Background: an optimization exercise with open tools, aiming at small area, a short achievable clock period and few clock cycles per item. Do not read the settings as production practice.
Function was not checked in any run shown here: the RTL went through the layout flow alone.
No activity file was given, so power comes from the tool's default toggle rates.

File: design/flow/config.mk
export PLATFORM = sky130hd
export DESIGN_NAME = LASER
export DESIGN_NICKNAME = LASER
export VERILOG_FILES = /design/flow/design.v
export SDC_FILE = /design/flow/constraint.sdc
export NUM_CORES = 4
export LEC_CHECK = 0
export CAP_MARGIN = 20
export CORE_MARGIN = 2
export CORE_UTILIZATION = 40
export SETUP_SLACK_MARGIN = 1.75
export SLEW_MARGIN = 20
File: design/flow/constraint.sdc
create_clock -name core_clock -period 6.0 [get_ports {CLK}]
set_input_delay 1.2000 -clock core_clock [delete_from_list [all_inputs] [get_ports {CLK}]]
set_output_delay 1.2000 -clock core_clock [all_outputs]
set_load 0.01 [all_outputs]
File: design/flow/design.v
module LASER (
input CLK,
input RST,
input [3:0] X,
input [3:0] Y,
output reg [3:0] C1X,
output reg [3:0] C1Y,
output reg [3:0] C2X,
output reg [3:0] C2Y,
output reg DONE);
localparam [5:0]  NREAD  = 6'd40;       
localparam [10:0] NROUND = 11'd2000;
localparam [15:0] INIT   = {4'd0, 4'd0, 4'd8, 4'd8};
localparam NG = 3;                      
function [9:0] lfsr_step;
  input [9:0] v;
  input integer n;
  integer k;
  begin
    lfsr_step = v;
    for (k = 0; k < n; k = k + 1)
      lfsr_step = {lfsr_step[8:0], lfsr_step[9] ^ lfsr_step[6]};
  end
endfunction
function [3:0] mv;
  input [3:0] b;
  input       up;
  input       st1;                 
  reg   [4:0] sum;
  begin
    if (up) begin
      sum = {1'b0, b} + (st1 ? 5'd1 : 5'd2);
      mv  = sum[4] ? 4'd15 : sum[3:0];
    end else begin
      sum = {1'b0, b} - (st1 ? 5'd1 : 5'd2);
      mv  = sum[4] ? 4'd0 : sum[3:0];
    end
  end
endfunction
function [15:0] mv4;
  input [15:0] b;
  input [9:0]  q;
  begin
    mv4 = {mv(b[15:12], q[0], q[5]), mv(b[11:8], q[3], q[5]),
           mv(b[7:4],   q[5], q[5]), mv(b[3:0],  q[9], q[5])};
  end
endfunction
function [3:0] cls;
  input [3:0] p, c;
  reg [4:0] d, k;
  reg z, o;
  integer b;
  begin
    k[0] = 1'b1;
    for (b = 0; b < 4; b = b + 1) begin
      d[b]   = p[b] ^ ~c[b] ^ k[b];
      k[b+1] = (p[b] & ~c[b]) | (p[b] & k[b]) | (~c[b] & k[b]);
    end
    d[4] = ~k[4];
    z = ~(d[4] | d[3] | d[2]);             
    o = d[4] & d[3] & d[2];                
    cls[0] = z & ~(d[1] | d[0]);
    cls[1] = (z & ~(d[1] & d[0])) | (o & d[1]);
    cls[2] = z | (o & (d[1] | d[0]));
    cls[3] = z | o | (d[2] & ~(d[4] | d[3] | d[1] | d[0]));
  end
endfunction
function cov1;
  input [3:0] px, py, cx, cy;
  reg [3:0] a, b;
  begin
    a = cls(px, cx);
    b = cls(py, cy);
    cov1 = (a[3] & b[0]) | (a[2] & b[1]) | (a[1] & b[2]) | (a[0] & b[3]);
  end
endfunction
function cov2;
  input [7:0]  p;
  input [15:0] t;
  begin
    cov2 = cov1(p[7:4], p[3:0], t[15:12], t[11:8]) | cov1(p[7:4], p[3:0], t[7:4], t[3:0]);
  end
endfunction
function gt3;
  input [5:0] a, b, r;
  reg [5:0] s, k;
  reg [6:0] t;
  begin
    s = a ^ b ^ ~r;
    k = (a & b) | (a & ~r) | (b & ~r);
    t = {1'b0, s} + {k, 1'b0};
    gt3 = t[6];
  end
endfunction
reg  [5:0]  cnt;                        
reg  [10:0] rcQ, rcO;                   
reg  [9:0]  VQ, VO;                     
reg         s1d;                        
reg         fin2q, fin3;                
wire        rd    = (cnt < NREAD);
reg [NG-1:0] redo;
reg          redom;
reg          rnd2;                      
wire [10:0] rc    = redom ? rcO : rcQ;
wire [9:0]  V     = redom ? VO : VQ;
wire        fin2  = fin2q & ~redom;
wire        s1    = ~rd & ~DONE & (rc < NROUND);    
wire [9:0]  V1    = lfsr_step(V, 1);
wire [9:0]  V42   = lfsr_step(V, 42);
wire        rndS  = (lfsr_step(V, 41) < 10'd150);  
wire         s2v = s1d & ~redom;        
wire         gt;                        
always @(posedge CLK) begin
  if (RST) begin
    cnt   <= 6'd0;
    s1d   <= 1'b0;
    fin2q <= 1'b0;
    fin3  <= 1'b0;
    DONE  <= 1'b0;
  end else begin
    cnt   <= DONE ? 6'd0 : rd ? cnt + 6'd1 : cnt;
    s1d   <= s1;
    fin2q <= s1 & (rc == NROUND - 11'd1);
    fin3  <= fin2;
    DONE  <= fin3;
  end
end
integer g;
always @(posedge CLK) begin
  if (RST | rd) begin
    redom <= 1'b0;
    redo  <= {NG{1'b0}};
  end else begin
    redom <= s1d & ~redom & ~rnd2 & gt & s1;
    for (g = 0; g < NG; g = g + 1)
      redo[g] <= s1d & ~redo[g] & ~rnd2 & gt & s1;
  end
  rnd2 <= rndS;
end
always @(posedge CLK) begin
  if (RST)
    VQ <= 10'h1;
  else if (rd | fin2 | fin3)
    VQ <= V1;
  else if (s1)
    VQ <= V42;
  else
    VQ <= V;
  VO <= V;
end
always @(posedge CLK) begin
  if (rd)
    rcQ <= 11'd0;
  else if (s1)
    rcQ <= rc + 11'd1;
  else
    rcQ <= rc;
  rcO <= rc;
end
reg [7:0] P [0:39];
integer i;
always @(posedge CLK) begin
  P[0] <= rd ? {X, Y} : P[39];
  for (i = 1; i < 40; i = i + 1)
    P[i] <= P[i-1];
end
reg  [15:0] PA;                         
reg  [15:0] PQ;                         
reg  [15:0] T1Q, XQ, TO;
wire [15:0] T1 = redom ? TO : T1Q;      
wire [15:0] Xc = redom ? TO : XQ;       
wire [15:0] K  = redom ? PA : PQ;       
wire [15:0] Pb = rd ? INIT : rndS ? K : (s2v & rnd2) ? T1 : Xc;
always @(posedge CLK) begin
  PA <= mv4(T1, V);
  PQ <= mv4(Pb, rd ? V1 : V42);
  T1Q <= s1 ? K : T1;
  TO  <= T1;
  if (rd)
    XQ <= INIT;
  else if (s1 & s2v & rnd2)
    XQ <= T1;
  else
    XQ <= Xc;
end
reg [39:0] hit;
reg [15:0] Kg;
integer j;
always @(*)
  for (j = 0; j < 40; j = j + 1) begin
    Kg = redo[j * NG / 40] ? PA : PQ;
    hit[j] = cov2(P[j], Kg);
  end
wire [5:0] ca, cb;
wire cs1 = hit[0] ^ hit[1] ^ hit[2];
wire cs2 = (hit[0] & hit[1]) | (hit[0] & hit[2]) | (hit[1] & hit[2]);
wire cs3 = hit[3] ^ hit[4] ^ hit[5];
wire cs4 = (hit[3] & hit[4]) | (hit[3] & hit[5]) | (hit[4] & hit[5]);
wire cs5 = hit[6] ^ hit[7] ^ hit[8];
wire cs6 = (hit[6] & hit[7]) | (hit[6] & hit[8]) | (hit[7] & hit[8]);
wire cs7 = hit[9] ^ hit[10] ^ hit[11];
wire cs8 = (hit[9] & hit[10]) | (hit[9] & hit[11]) | (hit[10] & hit[11]);
wire cs9 = hit[12] ^ hit[13] ^ hit[14];
wire cs10 = (hit[12] & hit[13]) | (hit[12] & hit[14]) | (hit[13] & hit[14]);
wire cs11 = hit[15] ^ hit[16] ^ hit[17];
wire cs12 = (hit[15] & hit[16]) | (hit[15] & hit[17]) | (hit[16] & hit[17]);
wire cs13 = hit[18] ^ hit[19] ^ hit[20];
wire cs14 = (hit[18] & hit[19]) | (hit[18] & hit[20]) | (hit[19] & hit[20]);
wire cs15 = hit[21] ^ hit[22] ^ hit[23];
wire cs16 = (hit[21] & hit[22]) | (hit[21] & hit[23]) | (hit[22] & hit[23]);
wire cs17 = hit[24] ^ hit[25] ^ hit[26];
wire cs18 = (hit[24] & hit[25]) | (hit[24] & hit[26]) | (hit[25] & hit[26]);
wire cs19 = hit[27] ^ hit[28] ^ hit[29];
wire cs20 = (hit[27] & hit[28]) | (hit[27] & hit[29]) | (hit[28] & hit[29]);
wire cs21 = hit[30] ^ hit[31] ^ hit[32];
wire cs22 = (hit[30] & hit[31]) | (hit[30] & hit[32]) | (hit[31] & hit[32]);
wire cs23 = hit[33] ^ hit[34] ^ hit[35];
wire cs24 = (hit[33] & hit[34]) | (hit[33] & hit[35]) | (hit[34] & hit[35]);
wire cs25 = hit[36] ^ hit[37] ^ hit[38];
wire cs26 = (hit[36] & hit[37]) | (hit[36] & hit[38]) | (hit[37] & hit[38]);
wire cs27 = cs1 ^ cs3 ^ cs5;
wire cs28 = (cs1 & cs3) | (cs1 & cs5) | (cs3 & cs5);
wire cs29 = cs7 ^ cs9 ^ cs11;
wire cs30 = (cs7 & cs9) | (cs7 & cs11) | (cs9 & cs11);
wire cs31 = cs13 ^ cs15 ^ cs17;
wire cs32 = (cs13 & cs15) | (cs13 & cs17) | (cs15 & cs17);
wire cs33 = cs19 ^ cs21 ^ cs23;
wire cs34 = (cs19 & cs21) | (cs19 & cs23) | (cs21 & cs23);
wire cs35 = cs2 ^ cs4 ^ cs6;
wire cs36 = (cs2 & cs4) | (cs2 & cs6) | (cs4 & cs6);
wire cs37 = cs8 ^ cs10 ^ cs12;
wire cs38 = (cs8 & cs10) | (cs8 & cs12) | (cs10 & cs12);
wire cs39 = cs14 ^ cs16 ^ cs18;
wire cs40 = (cs14 & cs16) | (cs14 & cs18) | (cs16 & cs18);
wire cs41 = cs20 ^ cs22 ^ cs24;
wire cs42 = (cs20 & cs22) | (cs20 & cs24) | (cs22 & cs24);
wire cs43 = pr0 ^ pr1 ^ pr2;
wire cs44 = (pr0 & pr1) | (pr0 & pr2) | (pr1 & pr2);
wire cs45 = pr3 ^ pr4 ^ pr5;
wire cs46 = (pr3 & pr4) | (pr3 & pr5) | (pr4 & pr5);
wire cs47 = pr6 ^ pr7 ^ pr8;
wire cs48 = (pr6 & pr7) | (pr6 & pr8) | (pr7 & pr8);
wire cs49 = pr9 ^ pr10 ^ pr11;
wire cs50 = (pr9 & pr10) | (pr9 & pr11) | (pr10 & pr11);
wire cs51 = pr12 ^ pr13 ^ pr14;
wire cs52 = (pr12 & pr13) | (pr12 & pr14) | (pr13 & pr14);
wire cs53 = pr15 ^ pr16 ^ pr17;
wire cs54 = (pr15 & pr16) | (pr15 & pr17) | (pr16 & pr17);
wire cs55 = cs44 ^ cs46 ^ cs47;
wire cs56 = (cs44 & cs46) | (cs44 & cs47) | (cs46 & cs47);
wire cs57 = cs48 ^ cs50 ^ cs52;
wire cs58 = (cs48 & cs50) | (cs48 & cs52) | (cs50 & cs52);
wire cs59 = cs55 ^ cs49 ^ cs51;
wire cs60 = (cs55 & cs49) | (cs55 & cs51) | (cs49 & cs51);
wire cs61 = cs56 ^ cs57 ^ cs53;
wire cs62 = (cs56 & cs57) | (cs56 & cs53) | (cs57 & cs53);
wire cs63 = cs60 ^ cs61 ^ pr18;
wire cs64 = (cs60 & cs61) | (cs60 & pr18) | (cs61 & pr18);
wire cs65 = cs62 ^ cs58 ^ cs54;
wire cs66 = (cs62 & cs58) | (cs62 & cs54) | (cs58 & cs54);
reg pr0;
reg pr1;
reg pr2;
reg pr3;
reg pr4;
reg pr5;
reg pr6;
reg pr7;
reg pr8;
reg pr9;
reg pr10;
reg pr11;
reg pr12;
reg pr13;
reg pr14;
reg pr15;
reg pr16;
reg pr17;
reg pr18;
always @(posedge CLK) begin
  pr0 <= cs27;
  pr1 <= cs29;
  pr2 <= cs31;
  pr3 <= cs33;
  pr4 <= cs25;
  pr5 <= hit[39];
  pr6 <= cs28;
  pr7 <= cs30;
  pr8 <= cs32;
  pr9 <= cs34;
  pr10 <= cs35;
  pr11 <= cs37;
  pr12 <= cs39;
  pr13 <= cs41;
  pr14 <= cs26;
  pr15 <= cs36;
  pr16 <= cs38;
  pr17 <= cs40;
  pr18 <= cs42;
end
assign ca = {1'b0, cs66, cs64, cs63, cs59, cs43};
assign cb = {1'b0, 1'b0, cs65, 1'b0, 1'b0, cs45};
reg  [5:0] prev, best;
wire [5:0] cov = ca + cb;
assign     gt  = gt3(ca, cb, prev);
wire       dec = rnd2 | gt;
reg  [5:0]  cov3;                       
reg  [15:0] t3;
reg         s3;
always @(posedge CLK) begin
  if (rd)
    prev <= 6'd0;
  else if (s2v & dec)
    prev <= cov;
  cov3 <= cov;
  t3   <= T1;
  s3   <= s2v & ~rd;
end
always @(posedge CLK) begin
  if (rd)
    best <= 6'd0;
  else if (s3 && cov3 > best)
    best <= cov3;
end
always @(posedge CLK) begin
  if (RST) begin
    C1X <= 4'd7; C1Y <= 4'd7;
    C2X <= 4'd7; C2Y <= 4'd7;
  end else if (s3 && cov3 > best) begin
    {C1X, C1Y, C2X, C2Y} <= t3;
  end
end
endmodule
File: design/flow/run.sh
#!/bin/bash
# synth_recipe.tcl (not shown) runs the flow's synth.tcl, then flattens the netlist and writes it again
# the make line also repeats each setting of config.mk as NAME=value (left out here)
make -C /OpenROAD-flow-scripts/flow DESIGN_CONFIG=/design/flow/config.mk WORK_HOME=/design/flow/orfs CLKGATE_MAP_FILE= SYNTH_SCRIPT=/design/flow/synth_recipe.tcl finish
==> results.sh, run 1 <==
export IMPL_fin_setup_tns_ps=0
export IMPL_antenna_found_initial=0
export IMPL_timing_fmax_mhz=232
export IMPL_cts_sinks=511
export IMPL_grt_pass1_wl_microns=167000
export IMPL_fin_ws_ps=1690
export IMPL_initial_core_util=0.405
export IMPL_postSynthCellCount=4153
export IMPL_ys_ff_latch=511
export IMPL_fillers=9092
export IMPL_postCtsHoldBufs=0
export IMPL_dieArea_sq_um=101000
export IMPL_ys_flop_type="dfxtp_1"
export IMPL_hpwlAfterDp_microns=75500
export IMPL_ios=27
export IMPL_clockRootBuffer="clkbuf_16"
export IMPL_stdcell_area_sq_um=45900
export IMPL_fp_coreArea_sq_um=97000
export IMPL_first_global_vias=29700
export IMPL_synth_edff_count=0
export IMPL_multi_input_area_sq_um=27000
export IMPL_register_area_sq_um=10300
export IMPL_setup_violations=0
export IMPL_die_h_microns=317
export IMPL_maxCapViolations=0
export IMPL_cts_buffer_depth=3
export IMPL_clk_pin_slew_ps=70
export IMPL_grt_max_degree=59
export IMPL_die_w_microns=317
export IMPL_areaGrowthSynthToFinish_pct=16.8
export IMPL_grt_overflow=0
export IMPL_clk_latency_ps=710
export IMPL_clock_skew_ps=81.7
export IMPL_whs_path_depth=0
export IMPL_dpl_cell_area_sq_um=41500
export IMPL_worstHoldPathType="reg2reg"
export IMPL_worstSetupPathType="reg2reg"
export IMPL_cts_buffers=60
export IMPL_cts_max_level=2
export IMPL_antenna_diode_count=0
export IMPL_post_route_period_util=0.718
export IMPL_rr_worst_depth=15
export IMPL_cp_arrival_ps=4920
export IMPL_pre_cts_slack_ps=1060
export IMPL_dr_pass1_iters=5
export IMPL_place_congestion=0.870
export IMPL_fin_util=0.473
export IMPL_p_leak_nw=20.3
export IMPL_grt_setup_unrepaired="true"
export IMPL_tightest_slew_ps=934
export IMPL_slew_violations=0
export IMPL_crit_path_max_fanout=7
export IMPL_synth_avg_cell_area_sq_um=9.46
export IMPL_num_vias=29800
export IMPL_rows=114
export IMPL_syn_area_sq_um=39300
export IMPL_start_kind="flip-flop"
export IMPL_wl_microns=107000
export IMPL_cp_end_kind="flip-flop"
export IMPL_required_ps=6610
export IMPL_antenna_left=0
export IMPL_syn_nets=4903
export IMPL_yosysSeqAreaShare=0.260
export IMPL_power_density_nw_per_um2=266
export IMPL_grt_usage=0.211
export IMPL_status="timing/DRC/antenna clean"
export IMPL_synthArstFlopShare=0
export IMPL_relSlewSlack=0.360
export IMPL_finalCriticalPeriod_ps=4310
export IMPL_io_buffers=26
export IMPL_wl_per_cell_microns=18.8
export IMPL_cts_tree="yes"
export IMPL_vias_per_cell=5.23
export IMPL_drive_above_1_share=0.130
export IMPL_ir_drop_uv=432
export IMPL_hold_viol=0
export IMPL_drt_iter0_drc=1948
export IMPL_drc=0
export IMPL_synthDistinctLibCells=77
export IMPL_nets=5115
export IMPL_ys_warn_count=2
## layout make-up
type / instances / share of cell area
multi-input combinational: 2824 / 0.588
sequential: 511 / 0.224
inverter: 768 / 0.0631
timing repair buffer: 200 / 0.0405
clock buffer: 75 / 0.0359
tap: 1276 / 0.0348
clock inverter: 37 / 0.0132
## critical path: stages (launching register included)
cell and delay (ps):
dfxtp_4 370, buf_12 130, mux2_4 400, buf_12 170
buf_4 150, ha_1 170, inv_1 60, fa_1 150
inv_1 50, fa_1 370, fa_1 480, nor3b_1 200
o21ai_0 130, o31ai_2 340, fa_2 530, fa_2 540
## report_power, final
group          switching (mW)  total [mW]  leakage, nW  internal (mW)
Sequential              0.287        3.95         4.27           3.66
Combinational            2.25        4.15         15.0           1.90
Clock                    1.64        4.13         1.09           2.49
Total                    4.18        12.2         20.3           8.05
## timing repair
action                     in CTS  in global routing
setup endpoints to repair      43                 34
buffers inserted              102                 30
pin swaps                      25                 59
gates resized for setup       107                128
cloned                          3                  2
## synthesized netlist by cell type (all sizes together), types with 4 or more instances
cell      n  area share
nor2    387       0.037
mux2     87       0.025
nor4     11      0.0018
a21oi   252       0.032
nor3b    40      0.0076
nand3b   19      0.0036
a211oi   35      0.0067
o22ai    62      0.0099
a21boi    8      0.0015
or4      16      0.0031
xnor2    30      0.0067
a311oi    4     0.00089
o211ai    5     0.00096
a31oi    20      0.0032
nand4    12      0.0019
buf      21      0.0025
inv     766       0.073
ha      210       0.067
a21o     24      0.0046
nand2b   18      0.0029
o31a      6      0.0013
a22oi    62       0.012
nand4b    4     0.00089
o31ai    33      0.0068
or2       4     0.00064
fa      530        0.27
o21a      7      0.0013
and3     12      0.0020
nor3    126       0.016
or3       9      0.0016
o21ai   129       0.016
nand2   208       0.020
nor2b   127       0.020
xor2     13      0.0029
a211o    16      0.0036
clkbuf   33      0.0032
mux2i   152       0.040
a32oi    58       0.013
nand3    43      0.0055
dfxtp   511        0.26
## per-layer routing
layer / wire length, microns / track usage / vias up
li1: - / - / 14200
met5: 0 / 0 / -
met4: 2770 / 0.0566 / 0
met1: 49100 / 0.292 / 14700
met3: 5440 / 0.0274 / 172
met2: 49900 / 0.347 / 715
## through the flow
step | hold slack (ps) | total power [mW] | std cells
2_1_floorplan | 331 | 6.46 | 4153
4_1_cts | 322 | 11.7 | 5659
3_5_place_dp | 336 | 7.41 | 5442
3_3_place_gp | 334 | 7.33 | 5442
6_report | 327 | 12.2 | 5691
5_1_grt | 328 | 12.9 | 5691
## cells in the final DEF (no fill, tap or decap), types with 64 or more instances in the layout
| master | count |
|---|---|
| a21oi_1 | 247 |
| buf_4 | 146 |
| dfxtp_1 | 489 |
| fa_1 | 494 |
| ha_1 | 196 |
| inv_1 | 750 |
| mux2_2 | 64 |
| mux2i_1 | 127 |
| nand2_1 | 207 |
| nor2_1 | 377 |
| nor2b_1 | 126 |
| nor3_1 | 116 |
| o21ai_0 | 116 |
## sequential cells by signal, summed over array words and instances, names as in the netlist, 6 cells and up
register	flops
P	320
PA	16
PQ	16
T1Q	16
VO	10
VQ	10
XQ	16
best	6
cnt	6
cov3	6
prev	6
rcO	11
rcQ	11
t3	16
## path summary, 6_finish.rpt
kind,start,endpoint,slack [ps]
worst max-delay path,redo[0],pr0,1690
worst min-delay path,P[9][7],P[10][7],330
worst min register to register,P[9][7],P[10][7],330
worst max register to register,redo[0],pr0,1690
## cells by family after synthesis
kind of cell / after synthesis / synth area share
AND/OR/NAND/NOR: 1044 / 0.127
flip-flops: 511 / 0.260
adder cells (fa/ha/maj): 740 / 0.337
multiplexers: 240 / 0.0659
AO/OA/AOI/OAI: 751 / 0.121
XOR/XNOR: 45 / 0.0107
buffers and inverters: 822 / 0.0790
==> run 2: changes to the inputs <==
--- a/design/flow/design.v
+++ b/design/flow/design.v
@@ -11,7 +11,7 @@
 localparam [5:0]  NREAD  = 6'd40;       
 localparam [10:0] NROUND = 11'd2000;
 localparam [15:0] INIT   = {4'd0, 4'd0, 4'd8, 4'd8};
-localparam NG = 3;                      
+localparam NG = 5;                      
 function [9:0] lfsr_step;
   input [9:0] v;
   input integer n;
@@ -48,7 +48,6 @@
 function [3:0] cls;
   input [3:0] p, c;
   reg [4:0] d, k;
-  reg z, o;
   integer b;
   begin
     k[0] = 1'b1;
@@ -57,12 +56,10 @@
       k[b+1] = (p[b] & ~c[b]) | (p[b] & k[b]) | (~c[b] & k[b]);
     end
     d[4] = ~k[4];
-    z = ~(d[4] | d[3] | d[2]);             
-    o = d[4] & d[3] & d[2];                
-    cls[0] = z & ~(d[1] | d[0]);
-    cls[1] = (z & ~(d[1] & d[0])) | (o & d[1]);
-    cls[2] = z | (o & (d[1] | d[0]));
-    cls[3] = z | o | (d[2] & ~(d[4] | d[3] | d[1] | d[0]));
+    cls[0] = ~|d;
+    cls[1] = (~d[4] & ~d[3] & ~d[2] & ~(d[1] & d[0])) | (d[4] & d[3] & d[2] & d[1]);
+    cls[2] = (~d[4] & ~d[3] & ~d[2]) | (d[4] & d[3] & d[2] & (d[1] | d[0]));
+    cls[3] = (~d[4] & ~d[3] & (~d[2] | ~(d[1] | d[0]))) | (d[4] & d[3] & d[2]);
   end
 endfunction
 function cov1;
@@ -188,7 +185,7 @@
 integer j;
 always @(*)
   for (j = 0; j < 40; j = j + 1) begin
-    Kg = redo[j * NG / 40] ? PA : PQ;
+    Kg = redo[j / 8] ? PA : PQ;
     hit[j] = cov2(P[j], Kg);
   end
 wire [5:0] ca, cb;
@@ -218,34 +215,34 @@
 wire cs24 = (hit[33] & hit[34]) | (hit[33] & hit[35]) | (hit[34] & hit[35]);
 wire cs25 = hit[36] ^ hit[37] ^ hit[38];
 wire cs26 = (hit[36] & hit[37]) | (hit[36] & hit[38]) | (hit[37] & hit[38]);
-wire cs27 = cs1 ^ cs3 ^ cs5;
-wire cs28 = (cs1 & cs3) | (cs1 & cs5) | (cs3 & cs5);
-wire cs29 = cs7 ^ cs9 ^ cs11;
-wire cs30 = (cs7 & cs9) | (cs7 & cs11) | (cs9 & cs11);
-wire cs31 = cs13 ^ cs15 ^ cs17;
-wire cs32 = (cs13 & cs15) | (cs13 & cs17) | (cs15 & cs17);
-wire cs33 = cs19 ^ cs21 ^ cs23;
-wire cs34 = (cs19 & cs21) | (cs19 & cs23) | (cs21 & cs23);
-wire cs35 = cs2 ^ cs4 ^ cs6;
-wire cs36 = (cs2 & cs4) | (cs2 & cs6) | (cs4 & cs6);
-wire cs37 = cs8 ^ cs10 ^ cs12;
-wire cs38 = (cs8 & cs10) | (cs8 & cs12) | (cs10 & cs12);
-wire cs39 = cs14 ^ cs16 ^ cs18;
-wire cs40 = (cs14 & cs16) | (cs14 & cs18) | (cs16 & cs18);
-wire cs41 = cs20 ^ cs22 ^ cs24;
-wire cs42 = (cs20 & cs22) | (cs20 & cs24) | (cs22 & cs24);
-wire cs43 = pr0 ^ pr1 ^ pr2;
-wire cs44 = (pr0 & pr1) | (pr0 & pr2) | (pr1 & pr2);
-wire cs45 = pr3 ^ pr4 ^ pr5;
-wire cs46 = (pr3 & pr4) | (pr3 & pr5) | (pr4 & pr5);
-wire cs47 = pr6 ^ pr7 ^ pr8;
-wire cs48 = (pr6 & pr7) | (pr6 & pr8) | (pr7 & pr8);
-wire cs49 = pr9 ^ pr10 ^ pr11;
-wire cs50 = (pr9 & pr10) | (pr9 & pr11) | (pr10 & pr11);
-wire cs51 = pr12 ^ pr13 ^ pr14;
-wire cs52 = (pr12 & pr13) | (pr12 & pr14) | (pr13 & pr14);
-wire cs53 = pr15 ^ pr16 ^ pr17;
-wire cs54 = (pr15 & pr16) | (pr15 & pr17) | (pr16 & pr17);
+wire cs27 = pr0 ^ pr1 ^ pr2;
+wire cs28 = (pr0 & pr1) | (pr0 & pr2) | (pr1 & pr2);
+wire cs29 = pr3 ^ pr4 ^ pr5;
+wire cs30 = (pr3 & pr4) | (pr3 & pr5) | (pr4 & pr5);
+wire cs31 = pr6 ^ pr7 ^ pr8;
+wire cs32 = (pr6 & pr7) | (pr6 & pr8) | (pr7 & pr8);
+wire cs33 = pr9 ^ pr10 ^ pr11;
+wire cs34 = (pr9 & pr10) | (pr9 & pr11) | (pr10 & pr11);
+wire cs35 = pr14 ^ pr15 ^ pr16;
+wire cs36 = (pr14 & pr15) | (pr14 & pr16) | (pr15 & pr16);
+wire cs37 = pr17 ^ pr18 ^ pr19;
+wire cs38 = (pr17 & pr18) | (pr17 & pr19) | (pr18 & pr19);
+wire cs39 = pr20 ^ pr21 ^ pr22;
+wire cs40 = (pr20 & pr21) | (pr20 & pr22) | (pr21 & pr22);
+wire cs41 = pr23 ^ pr24 ^ pr25;
+wire cs42 = (pr23 & pr24) | (pr23 & pr25) | (pr24 & pr25);
+wire cs43 = cs27 ^ cs29 ^ cs31;
+wire cs44 = (cs27 & cs29) | (cs27 & cs31) | (cs29 & cs31);
+wire cs45 = cs33 ^ pr12 ^ pr13;
+wire cs46 = (cs33 & pr12) | (cs33 & pr13) | (pr12 & pr13);
+wire cs47 = cs28 ^ cs30 ^ cs32;
+wire cs48 = (cs28 & cs30) | (cs28 & cs32) | (cs30 & cs32);
+wire cs49 = cs34 ^ cs35 ^ cs37;
+wire cs50 = (cs34 & cs35) | (cs34 & cs37) | (cs35 & cs37);
+wire cs51 = cs39 ^ cs41 ^ pr26;
+wire cs52 = (cs39 & cs41) | (cs39 & pr26) | (cs41 & pr26);
+wire cs53 = cs36 ^ cs38 ^ cs40;
+wire cs54 = (cs36 & cs38) | (cs36 & cs40) | (cs38 & cs40);
 wire cs55 = cs44 ^ cs46 ^ cs47;
 wire cs56 = (cs44 & cs46) | (cs44 & cs47) | (cs46 & cs47);
 wire cs57 = cs48 ^ cs50 ^ cs52;
@@ -254,8 +251,8 @@
 wire cs60 = (cs55 & cs49) | (cs55 & cs51) | (cs49 & cs51);
 wire cs61 = cs56 ^ cs57 ^ cs53;
 wire cs62 = (cs56 & cs57) | (cs56 & cs53) | (cs57 & cs53);
-wire cs63 = cs60 ^ cs61 ^ pr18;
-wire cs64 = (cs60 & cs61) | (cs60 & pr18) | (cs61 & pr18);
+wire cs63 = cs60 ^ cs61 ^ cs42;
+wire cs64 = (cs60 & cs61) | (cs60 & cs42) | (cs61 & cs42);
 wire cs65 = cs62 ^ cs58 ^ cs54;
 wire cs66 = (cs62 & cs58) | (cs62 & cs54) | (cs58 & cs54);
 reg pr0;
@@ -277,26 +274,42 @@
 reg pr16;
 reg pr17;
 reg pr18;
+reg pr19;
+reg pr20;
+reg pr21;
+reg pr22;
+reg pr23;
+reg pr24;
+reg pr25;
+reg pr26;
 always @(posedge CLK) begin
-  pr0 <= cs27;
-  pr1 <= cs29;
-  pr2 <= cs31;
-  pr3 <= cs33;
-  pr4 <= cs25;
-  pr5 <= hit[39];
-  pr6 <= cs28;
-  pr7 <= cs30;
-  pr8 <= cs32;
-  pr9 <= cs34;
-  pr10 <= cs35;
-  pr11 <= cs37;
-  pr12 <= cs39;
-  pr13 <= cs41;
-  pr14 <= cs26;
-  pr15 <= cs36;
-  pr16 <= cs38;
-  pr17 <= cs40;
-  pr18 <= cs42;
+  pr0 <= cs1;
+  pr1 <= cs3;
+  pr2 <= cs5;
+  pr3 <= cs7;
+  pr4 <= cs9;
+  pr5 <= cs11;
+  pr6 <= cs13;
+  pr7 <= cs15;
+  pr8 <= cs17;
+  pr9 <= cs19;
+  pr10 <= cs21;
+  pr11 <= cs23;
+  pr12 <= cs25;
+  pr13 <= hit[39];
+  pr14 <= cs2;
+  pr15 <= cs4;
+  pr16 <= cs6;
+  pr17 <= cs8;
+  pr18 <= cs10;
+  pr19 <= cs12;
+  pr20 <= cs14;
+  pr21 <= cs16;
+  pr22 <= cs18;
+  pr23 <= cs20;
+  pr24 <= cs22;
+  pr25 <= cs24;
+  pr26 <= cs26;
 end
 assign ca = {1'b0, cs66, cs64, cs63, cs59, cs43};
 assign cb = {1'b0, 1'b0, cs65, 1'b0, 1'b0, cs45};
--- a/design/flow/config.mk
+++ b/design/flow/config.mk
@@ -8,5 +8,5 @@
 export CAP_MARGIN = 20
 export CORE_MARGIN = 2
 export CORE_UTILIZATION = 40
-export SETUP_SLACK_MARGIN = 1.75
+export SETUP_SLACK_MARGIN = 1.5
 export SLEW_MARGIN = 20
==> results.sh, run 2 <==
export IMPL_status="timing/DRC/antenna clean"
export IMPL_antenna_diode_count=0
export IMPL_dpl_cell_area_sq_um=42500
export IMPL_final_cell_mix="inv_1 (704), fa_1 (523), dfxtp_1 (516), nor2_1 (294), o21ai_0 (283)"
export IMPL_max_stage_delay_ps=530
export IMPL_die_h_microns=321
export IMPL_yosysTopAreaCell="fa_1"
export IMPL_hold_viol=0
export IMPL_place_congestion=0.874
export IMPL_ys_warn_count=2
export IMPL_maxCapViolations=0
export IMPL_cp_arrival_ps=5130
export IMPL_clockRootBuffer="clkbuf_16"
export IMPL_slowest_stage="fa_1"
export IMPL_fin_util=0.451
export IMPL_stdcell_area_sq_um=44900
export IMPL_wl_microns=103000
export IMPL_synth_avg_cell_area_sq_um=9.48
export IMPL_grt_pass1_wl_microns=164000
export IMPL_fin_setup_tns_ps=0
export IMPL_cts_max_level=3
export IMPL_first_global_vias=29200
export IMPL_cts_tree="yes"
export IMPL_initial_core_util=0.402
export IMPL_wl_per_cell_microns=18.2
export IMPL_synthDistinctLibCells=74
export IMPL_worstReg2RegEnd="prev[0]"
export IMPL_drc=0
export IMPL_fp_coreArea_sq_um=99700
export IMPL_rows=116
export IMPL_areaGrowthSynthToFinish_pct=12.1
export IMPL_min_from="P[36][4]"
export IMPL_relSlewSlack=0.213
export IMPL_synth_edff_count=0
export IMPL_worstHoldPathType="reg2reg"
export IMPL_p_leak_nw=19.1
export IMPL_ios=27
export IMPL_cpLargestDelayFamily="adder cells"
export IMPL_hpwlAfterDp_microns=77800
export IMPL_yosysMostFrequentCell="inv_1"
export IMPL_power_density_nw_per_um2=287
export IMPL_dieArea_sq_um=103000
export IMPL_largest_reg_flops=320
export IMPL_drive_above_1_share=0.0776
export IMPL_rr_worst_depth=17
export IMPL_finalCriticalPeriod_ps=4660
export IMPL_postSynthCellCount=4229
export IMPL_timing_fmax_mhz=215
export IMPL_start_kind="flip-flop"
export IMPL_clk_pin_slew_ps=60
export IMPL_crit_path_max_fanout=7
export IMPL_yosys_top_cells_area="fa_1 (26%), dfxtp_1 (26%), inv_1 (6.7%), ha_1 (6.6%), mux2i_1 (4.4%)"
export IMPL_crit_chain="fa_1, fa_2, fa_1, inv_2, fa_2, fa_1, inv_2, ha_4, ha_4, o211a_1, o21a_1, o21a_1, o21a_1, o31ai_4, buf_12, mux2i_1, nor2_1"
export IMPL_grt_max_degree=69
export IMPL_syn_area_sq_um=40100
export IMPL_synth_top_cell_area_share=0.265
export IMPL_r2r_slack_ps=1340
export IMPL_vias_per_cell=5.15
export IMPL_whs_path_depth=0
export IMPL_yosysSeqAreaShare=0.260
export IMPL_clock_skew_ps=32.9
export IMPL_crit_buf_inv=3
export IMPL_worstSetupPathType="reg2reg"
export IMPL_postCtsHoldBufs=0
export IMPL_num_vias=29300
export IMPL_whs_endpoint="P[37][4]"
export IMPL_syn_nets=4979
export IMPL_clk_latency_ps=640
export IMPL_io_buffers=26
export IMPL_grt_setup_unrepaired="true"
export IMPL_dr_pass1_iters=6
export IMPL_tightest_slew_ps=1160
export IMPL_cts_buffer_depth=3
export IMPL_grt_usage=0.205
export IMPL_cts_sinks=521
export IMPL_ys_ff_latch=521
export IMPL_cp_end_kind="flip-flop"
export IMPL_final_common_cell="inv_1"
export IMPL_die_w_microns=321
export IMPL_post_route_period_util=0.777
export IMPL_ir_drop_uv=729
export IMPL_setup_violations=0
export IMPL_ys_flop_type="dfxtp_1"
export IMPL_slew_violations=0
export IMPL_ys_top_cells_by_count="inv_1 (713), fa_1 (530), dfxtp_1 (521)"
export IMPL_antenna_found_initial=0
export IMPL_required_ps=6470
export IMPL_top_register="P"
export IMPL_synthArstFlopShare=0
export IMPL_cts_buffers=66
export IMPL_nets=5090
export IMPL_r2r_start="pr19"
export IMPL_drt_iter0_drc=1974
export IMPL_grt_overflow=0
export IMPL_antenna_left=0
[run 2: changes by cell type in the layout (fill, tap and decap cells not counted), moves of 48 or more]
| cell | previous run | this run |
|---|---|---|
| o21ai_0 | 116 | 283 |
| nor2_1 | 377 | 294 |
| a21oi_1 | 247 | 199 |
| nand2b_1 | 18 | 75 |
| a32oi_1 | 58 | 0 |
| nand3b_1 | 19 | 103 |
| buf_4 | 146 | 73 |
| nor3_1 | 116 | 52 |
[run 2: what timing repair did]
item	CTS	global route
gates resized for setup	0	18
buffers inserted	5	2
pin swaps	6	1
endpoints found under the setup margin	14	28
[run 2: routing by layer]
layer | GRT usage | up-vias | part of all wire
li1 | - | 14300 | -
met5 | 0 | - | 0
met2 | 0.331 | 679 | 0.46
met1 | 0.283 | 14200 | 0.46
met4 | 0.0692 | 0 | 0.032
met3 | 0.0288 | 170 | 0.051
[run 2: power breakdown]
part / switching (mW) / leakage (nW) / internal [mW] / total, mW
logic: 2.50 / 13.7 / 2.12 / 4.62
clock network: 1.71 / 1.13 / 2.51 / 4.22
registers: 0.312 / 4.35 / 3.74 / 4.05
total: 4.52 / 19.1 / 8.37 / 12.9
[run 2: per-stage QoR]
stage          total power, mW  setup slack, ps  hold slack (ps)  cells
6_report                  12.9             1340              345   5691
5_1_grt                   13.7             1180              352   5691
4_1_cts                   12.8             1330              348   5688
3_5_place_dp              8.45             1140              335   5562
3_3_place_gp              8.40             1200              336   5562
2_1_floorplan             7.08             1400              331   4229
[run 2: cell type report]
type | count | area (sq um)
Multi-Input combinational cell | 2933 | 27000
Clock buffer | 78 | 1750
Sequential cell | 521 | 10400
Tap cell | 1298 | 1620
Timing Repair Buffer | 102 | 867
Clock inverter | 43 | 552
Inverter | 716 | 2690
Fill cell | 9354 | 54800
[run 2: cell families (layout without fill, tap and decap cells)]
logic type,Yosys count,in the layout,synth area share
xor+xnor,54,54,0.0135
buf+inv,775,939,0.0731
simple gates,1127,1127,0.146
compound gates,773,773,0.115
fa+ha+maj,740,740,0.330
mux,239,239,0.0624
flops,521,521,0.260
[run 2: worst max-delay path by stage]
stage | startpoint | endpoint | slack (ps) | cells after the start
3_5_place_dp | pr3 | prev[0] | 1140 | 18
2_1_floorplan | pr25 | prev[0] | 1400 | 16
5_1_grt | pr25 | prev[4] | 1180 | 17
4_1_cts | pr25 | prev[0] | 1330 | 17
6_report | pr19 | prev[0] | 1340 | 17
3_3_place_gp | pr3 | prev[0] | 1200 | 18
[run 2: worst register-to-register path, stage by stage (launching register included)]
cell and delay [ps]:
dfxtp_1 320, fa_1 530, fa_2 390, fa_1 500, inv_2 40, fa_2 520, fa_1 440, inv_2 100
ha_4 210, ha_4 200, o211a_1 100, o21a_1 160, o21a_1 160, o21a_1 220, o31ai_4 220, buf_12 160
mux2i_1 180, nor2_1 60

==> re-timing with driven ports <==
The flow's constraints put no driver on any port. The routed layouts listed below were extracted and timed again, unchanged, in two steps.
Step 1 sets driving cells, clkbuf_16 on the clock port and buf_2 on the other inputs (assumed; they add their load-dependent delay and slew).
Step 2 adds t to the input delays and takes it off the output delays; t is the mean of the earliest and latest rising clock arrival at the registers after step 1. Input paths then give back, and output paths get back, about the clock's delay inside the block.
Three values: ideal ports, drivers, drivers and shift; two values: the first two.
| run | t, ns | setup slack, ns | worst hold slack (ns) | pins driven straight from the clock port |
|---|---|---|---|---|
| run 1 | 0.732 | 1.690 / 1.690 / 1.690 | 0.327 / 0.327 / 0.327 | 1 |
| run 2 | 0.683 | 1.339 / 1.339 / 1.339 | 0.345 / 0.345 / 0.345 | 1 |
After both steps setup and hold are still met in every run listed.
